From an optimization exercise on the open Yosys and OpenROAD flow, aimed at small area; shortcuts taken in it are not production practice.
Function was checked by simulation only, so behaviour that the tests miss may differ from the original.

// freq_shift
module freq_shift
  (input                clk,
   input                rst,
   input                m_axis_tvalid,
   input [11:0]         freq_step,
   input                freq_step_valid,
   input                neg_shift,
   input signed [11:0]  xi,
   input signed [11:0]  xq,
   output               s_axis_tready,
   input                m_axis_tready,
   output signed [11:0] i,
   output signed [11:0] q,
   output               s_axis_tvalid);
   wire                 freq_step_set;
   wire                 sig_tvalid;
   wire [8:0]           sidx;
   wire                 sidx_z;
   wire [7:0]           sine, cosine;
   wire                 mult_tready;
   reg                  sig_tvalid_buff;
   reg                  mult_tready_buff;
   reg                  tvalid_buff;
   reg                  neg_shift_buff;
   reg [11:0]           xi_buff, xq_buff;
   reg [7:0]            cosine_buff, sine_buff;
   reg [12:0]           xd_buff, xs_buff;
   reg                  buff_zero;
   sig_gen fq_sig_gen(.clk(clk), .rst(rst),
                      .m_axis_freq_step_tvalid(freq_step_valid),
                      .freq_step(freq_step),
                      .m_axis_data_tready(m_axis_tvalid),
                      .freq_step_set0(freq_step_set),
                      .s_axis_data_tvalid(sig_tvalid),
                      .sidx(sidx), .sidx_z(sidx_z));
   sin_cos fq_sin_cos(.sidx(sidx), .sidx_z(sidx_z), .neg(neg_shift_buff),
                      .sine(sine), .cosine(cosine));
   wire                 load = sig_tvalid & m_axis_tvalid;
   always @(posedge clk) begin
      if (rst) begin
         sig_tvalid_buff <= 1'b0;
         mult_tready_buff <= 1'b0;
         tvalid_buff <= 1'b0;
         buff_zero <= 1'b1;
      end else begin
         sig_tvalid_buff <= sig_tvalid;
         mult_tready_buff <= mult_tready;
         tvalid_buff <= m_axis_tvalid;
         if (load)
           buff_zero <= 1'b0;
      end
   end
   always @(posedge clk) begin
      if (freq_step_valid)
        neg_shift_buff <= neg_shift;
      if (load) begin
         xi_buff <= xi;
         xq_buff <= xq;
         xd_buff <= {xi[11], xi} - {xq[11], xq};
         xs_buff <= {xi[11], xi} + {xq[11], xq};
         cosine_buff <= cosine;
         sine_buff <= sine;
      end
   end
   assign s_axis_tready = mult_tready_buff & freq_step_set;
  ...
export LEC_CHECK = 0
export CAP_MARGIN = 20
export CORE_MARGIN = 2
export CORE_UTILIZATION = 40
export SLEW_MARGIN = 20
create_clock -name core_clock -period 6.0 [get_ports {clk}]
run.sh (not shown) runs the stock make flow with config.mk's settings and CLKGATE_MAP_FILE= SYNTH_SCRIPT=/design/flow/synth_recipe.tcl, a recipe that flattens the netlist after the stock synthesis.
The first run completed with no timing, DRC or antenna violations.
Next try:
--- a/flow/config.mk
+++ b/flow/config.mk
@@ -6,6 +6,8 @@
 export NUM_CORES = 4
 export LEC_CHECK = 0
+export ABC_AREA = 1
 export CAP_MARGIN = 20
 export CORE_MARGIN = 2
 export CORE_UTILIZATION = 40
+export CTS_BUF_LIST = sky130_fd_sc_hd__clkbuf_4
 export SLEW_MARGIN = 20
- flip-flop and latch count does not change
- via count goes up by 4.5%
- cell count rises by 6.4%
- utilization goes down by 0.25 points
- non-clock buffer count is lower by 30
- wire length climbs by 4.4%
- count of clock-buffer cells in the layout rises by 59
- design area is lower by 5.6%

---

oak:
freq_shift, a different RTL version from the one above (not shown whole).
Size in the first run: about 1700 cells after synthesis, about 68 I/O pins, about 0.016 mm^2 of cells after synthesis.
// freq_shift
module freq_shift
  (input                clk,
   input                rst,
   input                m_axis_tvalid,
   input [11:0]         freq_step,
   input                freq_step_valid,
   input                neg_shift,
   input signed [11:0]  xi,
   input signed [11:0]  xq,
   output               s_axis_tready,
   input                m_axis_tready,
   output signed [11:0] i,
   output signed [11:0] q,
   output               s_axis_tvalid);
Settings: LEC_CHECK=0, ABC_AREA=1, CAP_MARGIN=0, CORE_MARGIN=2, CORE_UTILIZATION=50, CTS_BUF_LIST=sky130_fd_sc_hd__clkbuf_16, CTS_CLUSTER_DIAMETER=100, CTS_CLUSTER_SIZE=30, SLEW_MARGIN=0; clock period 6.0 ns.
standard.sh (not shown) runs the stock make flow with config.mk's settings and CLKGATE_MAP_FILE= SYNTH_SCRIPT=/design/flow/synth_recipe.tcl, a recipe that flattens the netlist after the stock synthesis.
==> flow/flow/run.sh <==
#!/bin/bash
# Own layout flow: the standard layout (standard.sh), with two changes to
# synthesis.  The design is synthesised by the standard script with Yosys's
# early "abc -fast" pass skipped (synth -noabc), so that extract_fa finds the
# full adders of the RTL's adder trees as written, and ORFS's final ABC
# mapping uses the area-only script flow/area.abc.  The registers are then
# checked against the standard synthesis and given its instance names; if
# they differ in any way, the standard netlist is used unchanged.  Each
# tool's output goes to a log file in the work folder.
set -uo pipefail
W=$(pwd)
R=$W/orfs/results/$FLOW_PLATFORM/freq_shift/base
OWN=$W/orfs_own/results/$FLOW_PLATFORM/freq_shift/base

bash standard.sh synth > std_synth.log 2>&1 || { echo "standard synthesis failed"; exit 1; }
cp "$R/1_2_yosys.v" ref_1_2_yosys.v

# 2. the same synthesis scripts, without the early abc pass and with the
#    area-only ABC script
sed "s#^source \$::env(SCRIPTS_DIR)/synth_preamble.tcl#&\nset abc_args [lreplace \$abc_args 1 1 $W/flow/area.abc]#" \
    "$FLOW_HOME/scripts/synth.tcl" > own_synth_main.tcl
sed -e 's/yosys synth -nofsm -noshare /yosys synth -nofsm -noshare -noabc /' \
    -e "s#^source \$::env(SCRIPTS_DIR)/synth.tcl#source $W/own_synth_main.tcl#" \
    synth_recipe.tcl > own_synth.tcl
if grep -q -- '-noabc' own_synth.tcl && grep -q own_synth_main own_synth.tcl &&
   grep -q 'flow/area.abc' own_synth_main.tcl &&
   make -C "$FLOW_HOME" DESIGN_CONFIG="$W/config.mk" WORK_HOME="$W/orfs_own" CLKGATE_MAP_FILE= \
        SYNTH_SCRIPT="$W/own_synth.tcl" synth > own_synth.log 2>&1 &&
   python3 flow/match_regs.py ref_1_2_yosys.v "$OWN/1_2_yosys.v" own_1_2_yosys.v > match_regs.log 2>&1
then
  echo "using the own synthesis"
  cp own_1_2_yosys.v "$R/1_2_yosys.v"
  rm -f "$R/1_synth.odb" "$R/1_synth.sdc"
else
  echo "own synthesis not used; keeping the standard netlist"
fi

# 3. the rest of the standard layout
bash standard.sh > std_layout.log 2>&1 || { echo "layout failed"; exit 1; }
test -f out/final.def
Other scripts of this flow, unchanged in this note and not shown: flow/flow/area.abc, flow/flow/match_regs.py
oak finished every stage and its layout cleared the timing, DRC and antenna checks.
Input changes introduced in pine (baseline for comparison: oak):
- CORE_UTILIZATION now 40, was 50
==> comparison <==
- On final critical path time including I/O delays and setup, pine does worse than oak.
- Summary of pine over oak: wire length moved up; buffer count excluding the clock tree in the final layout moved up; global-route wire length before repair moved up; instance count after placement with tap cells included moved up; worst slack after detailed placement moved down.
Modified inputs, birch compared to pine
- swapping 30 for 20 in CTS_CLUSTER_SIZE
- swapping 100 for 80 in CTS_CLUSTER_DIAMETER
- swapping sky130_fd_sc_hd__clkbuf_16 for sky130_fd_sc_hd__clkbuf_8 in CTS_BUF_LIST
### Flow results
- birch: required time of the critical path 0.10 ns above pine
- Per the comparison of birch with pine, detail-routed net length per standard cell did not really move, worst reg-to-reg path cell count has decreased, path length in cells of the critical path dropped 1.

-- separate check: timing with driven ports --
In the flow no input, the clock included, has a driving cell. The finished layouts below were timed again as built, in two steps. Step 1 sets driving cells, clkbuf_16 on the clock port and buf_2 on the other inputs (assumed; they add their load-dependent delay and slew). Step 2 times the ports against the registers' clock, not the clock port: input delays grow and output delays shrink by t, the midpoint of the rising clock arrivals with the driver on. Three values: ideal, step 1, step 2; two values: the first two.
run | shift t [ns] | setup slack, ns | worst data-port slew with drivers (ns)
the first run of note 1 | 0.588 | 0.417 / 0.417 / 0.417 | 0.04
the second run of note 1 | 0.832 | 0.704 / 0.704 / 0.704 | 0.05
oak | 0.536 | 0.401 / 0.401 / 0.401 | 0.04
pine | 0.542 | 0.282 / 0.282 / 0.282 | 0.04
birch | 0.637 | 0.260 / 0.260 / 0.260 | 0.05
After both steps every run listed still meets setup and hold.
